This is an optimization exercise on Yosys and OpenROAD, whose aim is small area and a short achievable clock period, not a production implementation.
Where RTL was checked, it was by simulation tests only, not by an equivalence proof against the original.
The flow treats the clock pin as an ideal source, which a real chip does not have.
Power figures rest on the tool's default switching activity, not on a simulated workload.

==> inputs of v7 <==
==> flow/design.v <==
module sync_fifo
(
input               clk,
input               rst_n,
input               wen,
input   [15:0]      data_in,
output              full,
input               ren,
output  [15:0]      data_out,
output              empty
);
reg  [3:0]  wr_hi, wr_lo;
reg  [15:0] rd_oh;
reg         full_r;
reg         nempty_r;
reg  [15:0] mem [0:15];
reg  [15:0] data_out_r;
assign full     = full_r;
assign empty    = ~nempty_r;
assign data_out = data_out_r;
wire push = wen & ~full_r;
wire pop  = ren & nempty_r;
wire [15:0] wr_oh;
genvar i;
generate
    for (i = 0; i < 16; i = i + 1) begin : sel
        assign wr_oh[i] = wr_hi[i/4] & wr_lo[i%4];
    end
endgenerate
wire [3:0]  wr_lo1 = {wr_lo[2:0], wr_lo[3]};
wire [3:0]  wr_hi1 = {wr_hi[2:0], wr_hi[3]};
wire [15:0] wr_oh1 = {wr_oh[14:0], wr_oh[15]};
wire [15:0] rd_oh1 = {rd_oh[14:0], rd_oh[15]};
wire [3:0]  rd_lo  = rd_oh[3:0] | rd_oh[7:4] | rd_oh[11:8] | rd_oh[15:12];
wire        last_word  = |(rd_oh1 & wr_oh);
wire        last_space = |(wr_oh1 & rd_oh);
always @(posedge clk or negedge rst_n)
begin
    if (!rst_n) begin
        wr_hi    <= 4'd1;
        wr_lo    <= 4'd1;
        rd_oh    <= 16'd1;
        full_r   <= 1'b0;
        nempty_r <= 1'b0;
    end else begin
        if (push & wr_lo[3])
            wr_hi <= wr_hi1;
        if (push)
            wr_lo <= (last_space & ~pop) ? 4'd0 : wr_lo1;
        else if (pop & full_r)
            wr_lo <= rd_lo;
        if (pop)  rd_oh <= rd_oh1;
        if (push)
            nempty_r <= 1'b1;
        else if (pop)
            nempty_r <= ~last_word;
        if (pop)
            full_r <= 1'b0;
        else if (push)
            full_r <= last_space;
    end
end
reg [15:0] rd_word;
integer k;
always @*
begin
    rd_word = 16'd0;
    for (k = 0; k < 16; k = k + 1)
        rd_word = rd_word | (mem[k] & {16{rd_oh[k]}});
end
generate
    for (i = 0; i < 16; i = i + 1) begin : row
        always @(posedge clk)
            if (wr_oh[i])
                mem[i] <= data_in;
    end
endgenerate
always @(posedge clk)
    if (pop)
        data_out_r <= rd_word;
endmodule
==> flow/flow/run.sh <==
#!/bin/bash
# The standard layout (the standard.sh: standard synthesis, floorplan,
# placement, CTS, routing, finish) with one change, made by a hook at the end
# of the CTS step (post_cts.tcl):
# - the clock tree's upper levels are replaced by CLOCK_ROOTS buffers fed
#   straight from the clock port, each driving the nearest leaf buffers, so
#   the registers get their clock through two buffers, all at the same time;
set -euo pipefail
here=$(pwd)
export POST_CTS_TCL="$here/flow/post_cts.tcl"
export CLOCK_ROOTS=3
export EARLY_REGS="rd_oh* wr_hi* wr_lo*"
bash standard.sh > "$here/standard.log" 2>&1
==> flow/flow/post_cts.tcl <==
# Sourced by ORFS's cts.tcl (POST_CTS_TCL) after CTS and its timing repair.
# Replaces the clock tree's upper levels by CLOCK_ROOTS buffers fed straight
# from the clock port; each drives the leaf buffers nearest to it (k-means on
# the leaf buffers' positions). Then legalizes and repairs timing again.

proc restructure_clock {K} {
  set block [ord::get_db_block]
  set clknet [[$block findBTerm clk] getNet]
  set leaves {}
  set upper {}
  foreach inst [$block getInsts] {
    set n [$inst getName]
    if {[string match clkbuf_leaf_* $n]} {
      lappend leaves $inst
    } elseif {[string match clkbuf_* $n]} {
      lappend upper $inst
    }
  }
  set n [llength $leaves]
  if {$n < $K || [llength $upper] == 0} {
    puts "restructure_clock: $n leaf buffers, [llength $upper] upper buffers; tree left as it is"
    return
  }
  set pts {}
  foreach l $leaves {
    set b [$l getBBox]
    lappend pts [list [expr {([$b xMin] + [$b xMax]) / 2.0}] [expr {([$b yMin] + [$b yMax]) / 2.0}]]
  }
  # k-means, seeded by the leaves sorted by angle around their centre
  set cx 0.0; set cy 0.0
  foreach p $pts { set cx [expr {$cx + [lindex $p 0]}]; set cy [expr {$cy + [lindex $p 1]}] }
  set cx [expr {$cx / $n}]; set cy [expr {$cy / $n}]
  set ang {}
  foreach p $pts { lappend ang [list [expr {atan2([lindex $p 1] - $cy, [lindex $p 0] - $cx)}] $p] }
  set ang [lsort -real -index 0 $ang]
  set cents {}
  for {set k 0} {$k < $K} {incr k} { lappend cents [lindex [lindex $ang [expr {int(($k + 0.5) * $n / $K)}]] 1] }
  set asg {}
  for {set it 0} {$it < 100} {incr it} {
    set asg {}
    foreach p $pts {
      set best 0; set bd 1e30
      for {set k 0} {$k < $K} {incr k} {
        set c [lindex $cents $k]
        set d [expr {pow([lindex $p 0] - [lindex $c 0], 2) + pow([lindex $p 1] - [lindex $c 1], 2)}]
        if {$d < $bd} { set bd $d; set best $k }
      }
      lappend asg $best
    }
    set new {}
    for {set k 0} {$k < $K} {incr k} {
      set sx 0.0; set sy 0.0; set c 0
      foreach p $pts a $asg {
        if {$a == $k} { set sx [expr {$sx + [lindex $p 0]}]; set sy [expr {$sy + [lindex $p 1]}]; incr c }
      }
      if {$c > 0} { lappend new [list [expr {$sx / $c}] [expr {$sy / $c}]] } else { lappend new [lindex $cents $k] }
    }
    set cents $new
  }
  # every load of an upper-level buffer must be a buffer of the tree or a
  # dummy load; otherwise leave the tree as it is
  foreach u $upper {
    foreach it [[[$u findITerm X] getNet] getITerms] {
      set m [[$it getInst] getName]
      if {[$it getInst] ne $u && ![string match clkbuf_* $m] && ![string match clkload* $m]} {
        puts "restructure_clock: $m hangs on an upper level; tree left as it is"
        return
      }
    }
  }
  foreach u $upper {
    set onet [[$u findITerm X] getNet]
    foreach it [$onet getITerms] {
      set i [$it getInst]
      if {$i eq $u} continue
      if {[string match clkload* [$i getName]]} { odb::dbInst_destroy $i } else { $it disconnect }
    }
    odb::dbInst_destroy $u
    odb::dbNet_destroy $onet
  }
  set master [[ord::get_db] findMaster sky130_fd_sc_hd__clkbuf_16]
  for {set k 0} {$k < $K} {incr k} {
    set cnt 0
    foreach a $asg { if {$a == $k} { incr cnt } }
    if {$cnt == 0} continue
    set b [odb::dbInst_create $block $master clkroot_$k]
    set net [odb::dbNet_create $block clknet_root_$k]
    $net setSigType CLOCK
    [$b findITerm A] connect $clknet
    [$b findITerm X] connect $net
    set c [lindex $cents $k]
    $b setLocation [expr {int([lindex $c 0])}] [expr {int([lindex $c 1])}]
    $b setPlacementStatus PLACED
    foreach l $leaves a $asg { if {$a == $k} { [$l findITerm A] connect $net } }
    puts "restructure_clock: clkroot_$k drives $cnt leaf buffers"
  }
}


# Useful skew for the paths between registers: the registers whose names
# match EARLY_REGS (the FIFO pointers, which start the longest register-to-
# register paths and feed no output) get their clock from one buffer fed
# straight from the clock port, so it reaches them one buffer level earlier.
proc early_clock {patterns} {
  set block [ord::get_db_block]
  set clknet [[$block findBTerm clk] getNet]
  set sinks {}
  foreach inst [$block getInsts] {
    set n [$inst getName]
    foreach p $patterns {
      if {[string match $p $n]} {
        set ck [$inst findITerm CLK]
        if {$ck ne "NULL" && $ck ne ""} { lappend sinks $ck }
        break
      }
    }
  }
  if {[llength $sinks] == 0} { puts "early_clock: no registers match"; return }
  set sx 0.0; set sy 0.0
  foreach ck $sinks {
    set b [[$ck getInst] getBBox]
    set sx [expr {$sx + ([$b xMin] + [$b xMax]) / 2.0}]
    set sy [expr {$sy + ([$b yMin] + [$b yMax]) / 2.0}]
  }
  set n [llength $sinks]
  set master [[ord::get_db] findMaster sky130_fd_sc_hd__clkbuf_16]
  set b [odb::dbInst_create $block $master clkearly]
  set net [odb::dbNet_create $block clknet_early]
  $net setSigType CLOCK
  [$b findITerm A] connect $clknet
  [$b findITerm X] connect $net
  $b setLocation [expr {int($sx / $n)}] [expr {int($sy / $n)}]
  $b setPlacementStatus PLACED
  foreach ck $sinks { $ck disconnect; $ck connect $net }
  puts "early_clock: clkearly drives $n registers"
  # leaf buffers left without loads
  foreach inst [$block getInsts] {
    if {[string match clkbuf_leaf_* [$inst getName]]} {
      set onet [[$inst findITerm X] getNet]
      if {[llength [$onet getITerms]] <= 1} {
        [$inst findITerm A] disconnect
        odb::dbInst_destroy $inst
        odb::dbNet_destroy $onet
        puts "early_clock: removed an empty leaf buffer"
      }
    }
  }
}

restructure_clock $::env(CLOCK_ROOTS)
if {[info exists ::env(EARLY_REGS)]} { early_clock $::env(EARLY_REGS) }
detailed_placement
estimate_parasitics -placement
report_clock_latency -clock [all_clocks]
repair_timing_helper
detailed_placement
check_placement -verbose
estimate_parasitics -placement
report_clock_latency -clock [all_clocks]
puts "post_cts: setup WNS [worst_slack -max], hold WNS [worst_slack -min]"
==> flow/standard.sh <==
#!/bin/bash
# synth_recipe.tcl (not shown) runs the flow's synth.tcl, then flattens the netlist and writes it again
# the make line also repeats each setting of config.mk as NAME=value (left out here)
make -C /OpenROAD-flow-scripts/flow DESIGN_CONFIG=/design/flow/config.mk WORK_HOME=/design/flow/orfs CLKGATE_MAP_FILE= SYNTH_SCRIPT=/design/flow/synth_recipe.tcl "${@:-finish}"
==> flow/config.mk <==
export PLATFORM = sky130hd
export DESIGN_NAME = sync_fifo
export DESIGN_NICKNAME = sync_fifo
export VERILOG_FILES = /design/flow/design.v
export SDC_FILE = /design/flow/constraint.sdc
export NUM_CORES = 4
export LEC_CHECK = 0
export CAP_MARGIN = 20
export CORE_MARGIN = 2
export CORE_UTILIZATION = 55
export CTS_CLUSTER_DIAMETER = 100
export CTS_CLUSTER_SIZE = 30
export SETUP_SLACK_MARGIN = 2.0
export SLEW_MARGIN = 20
==> flow/constraint.sdc <==
create_clock -name core_clock -period 3.5 [get_ports {clk}]
set_input_delay 0.7000 -clock core_clock [delete_from_list [all_inputs] [get_ports {clk}]]
set_output_delay 0.7000 -clock core_clock [all_outputs]
set_load 0.01 [all_outputs]
==> v6 (differences from v7) <==
==> flow/design.v, changed modules only <==
module sync_fifo
(
input               clk,
input               rst_n,
input               wen,
input   [15:0]      data_in,
output              full,
input               ren,
output  [15:0]      data_out,
output              empty
);
reg  [3:0]  wr_hi, wr_lo;
reg  [15:0] rd_oh;
reg         full_r;      
reg         nempty_r;    
reg         nfull_i;     
reg         empty_i;     
reg  [15:0] mem [0:15];
reg  [15:0] data_out_r;
assign full     = full_r;
assign empty    = ~nempty_r;
assign data_out = data_out_r;
wire push = wen & nfull_i;
wire pop  = ren & ~empty_i;
wire [15:0] wr_oh;
genvar i;
generate
    for (i = 0; i < 16; i = i + 1) begin : sel
        assign wr_oh[i] = wr_hi[i/4] & wr_lo[i%4];
    end
endgenerate
wire [3:0]  wr_lo1 = {wr_lo[2:0], wr_lo[3]};
wire [3:0]  wr_hi1 = {wr_hi[2:0], wr_hi[3]};
wire [15:0] wr_oh1 = {wr_oh[14:0], wr_oh[15]};
wire [15:0] rd_oh1 = {rd_oh[14:0], rd_oh[15]};
wire        last_word  = |(rd_oh1 & wr_oh);
wire        last_space = |(wr_oh1 & rd_oh);
always @(posedge clk or negedge rst_n)
begin
    if (!rst_n) begin
        wr_hi    <= 4'd1;
        wr_lo    <= 4'd1;
        rd_oh    <= 16'd1;
        full_r   <= 1'b0;
        nempty_r <= 1'b0;
        nfull_i  <= 1'b1;
        empty_i  <= 1'b1;
    end else begin
        if (push & wr_lo[3]) wr_hi <= wr_hi1;
        if (push)            wr_lo <= wr_lo1;
        if (pop)             rd_oh <= rd_oh1;
        if (push) begin
            nempty_r <= 1'b1;
            empty_i  <= 1'b0;
        end else if (pop) begin
            nempty_r <= ~last_word;
            empty_i  <= last_word;
        end
        if (pop) begin
            full_r  <= 1'b0;
            nfull_i <= 1'b1;
        end else if (push) begin
            full_r  <= last_space;
            nfull_i <= ~last_space;
        end
    end
end
reg [15:0] rd_word;
integer k;
always @*
begin
    rd_word = 16'd0;
    for (k = 0; k < 16; k = k + 1)
        rd_word = rd_word | (mem[k] & {16{rd_oh[k]}});
end
generate
    for (i = 0; i < 16; i = i + 1) begin : row
        always @(posedge clk)
            if (wr_oh[i] & nfull_i)
                mem[i] <= data_in;
    end
endgenerate
always @(posedge clk)
    if (pop)
        data_out_r <= rd_word;
endmodule
- SETUP_SLACK_MARGIN: 2.0 -> 1.8
==> comparison table <==
Status: v6 complete, no violations; v7 complete, no violations
Share of the clock period used by the worst path: v6 48.08%; v7 46.17%
Proportion of cell area occupied by multi-input gates: v6 16.11%; v7 18.21%
Kind of critical path: v6 reg2reg; v7 reg2out
Number of global-route vias before repair: v6 5784; v7 6510
Die Outline Area: v6 21330 sq um; v7 21170 sq um
Combined area of the multi-input logic cells: v6 1958 sq um; v7 2412 sq um
Initial DRC count: v6 723; v7 643
Sequential fraction of total cell area: v6 73.20%; v7 66.95%
Multi-input combinational gate total: v6 257; v7 275
First-pass GRT wire length: v6 40.72 mm; v7 45.55 mm
Routed wire length on met2: v6 13.52 mm; v7 14.87 mm
Total power of the final layout: v6 0.005756 W; v7 0.005728 W
Crit path required time: v6 3.48 ns; v7 2.80 ns
Netlist Area Pre-Place: v6 11100 sq um; v7 11010 sq um
CP Depth: v6 3; v7 1
Function not checked in v6: the RTL went through the layout flow alone.

afterwards: timing with drivers on the ports:
No port has a modelled driver above. Below, the same layouts with a new extraction and two added sets of constraints.
Step 1, drivers: a clkbuf_16 drives clk and a buf_2 each remaining input, both assumed.
Step 2 times the ports against the registers' clock, not the clock port: input delays grow and output delays shrink by t, the midpoint of the rising clock arrivals with the driver on.
Three values: ideal, step 1, step 2; two values: the first two.
run | t (ns) | slack for setup (ns) | latest minus earliest clock arrival (ns) | worst register clock-pin slew, ns | worst data-port slew with drivers (ns)
v7 | 0.346 | 1.884 / 1.789 / 1.757 | 0.174 / 0.174 | 0.11 / 0.11 | 0.07
v6 | 0.341 | 1.817 / 1.794 / 1.753 | 0.179 / 0.178 | 0.11 / 0.11 | 0.04
After both steps every run listed still meets setup and hold. The setup slack of v7, which loses most, moves by -0.095 ns with the drivers and by -0.127 ns with both steps.
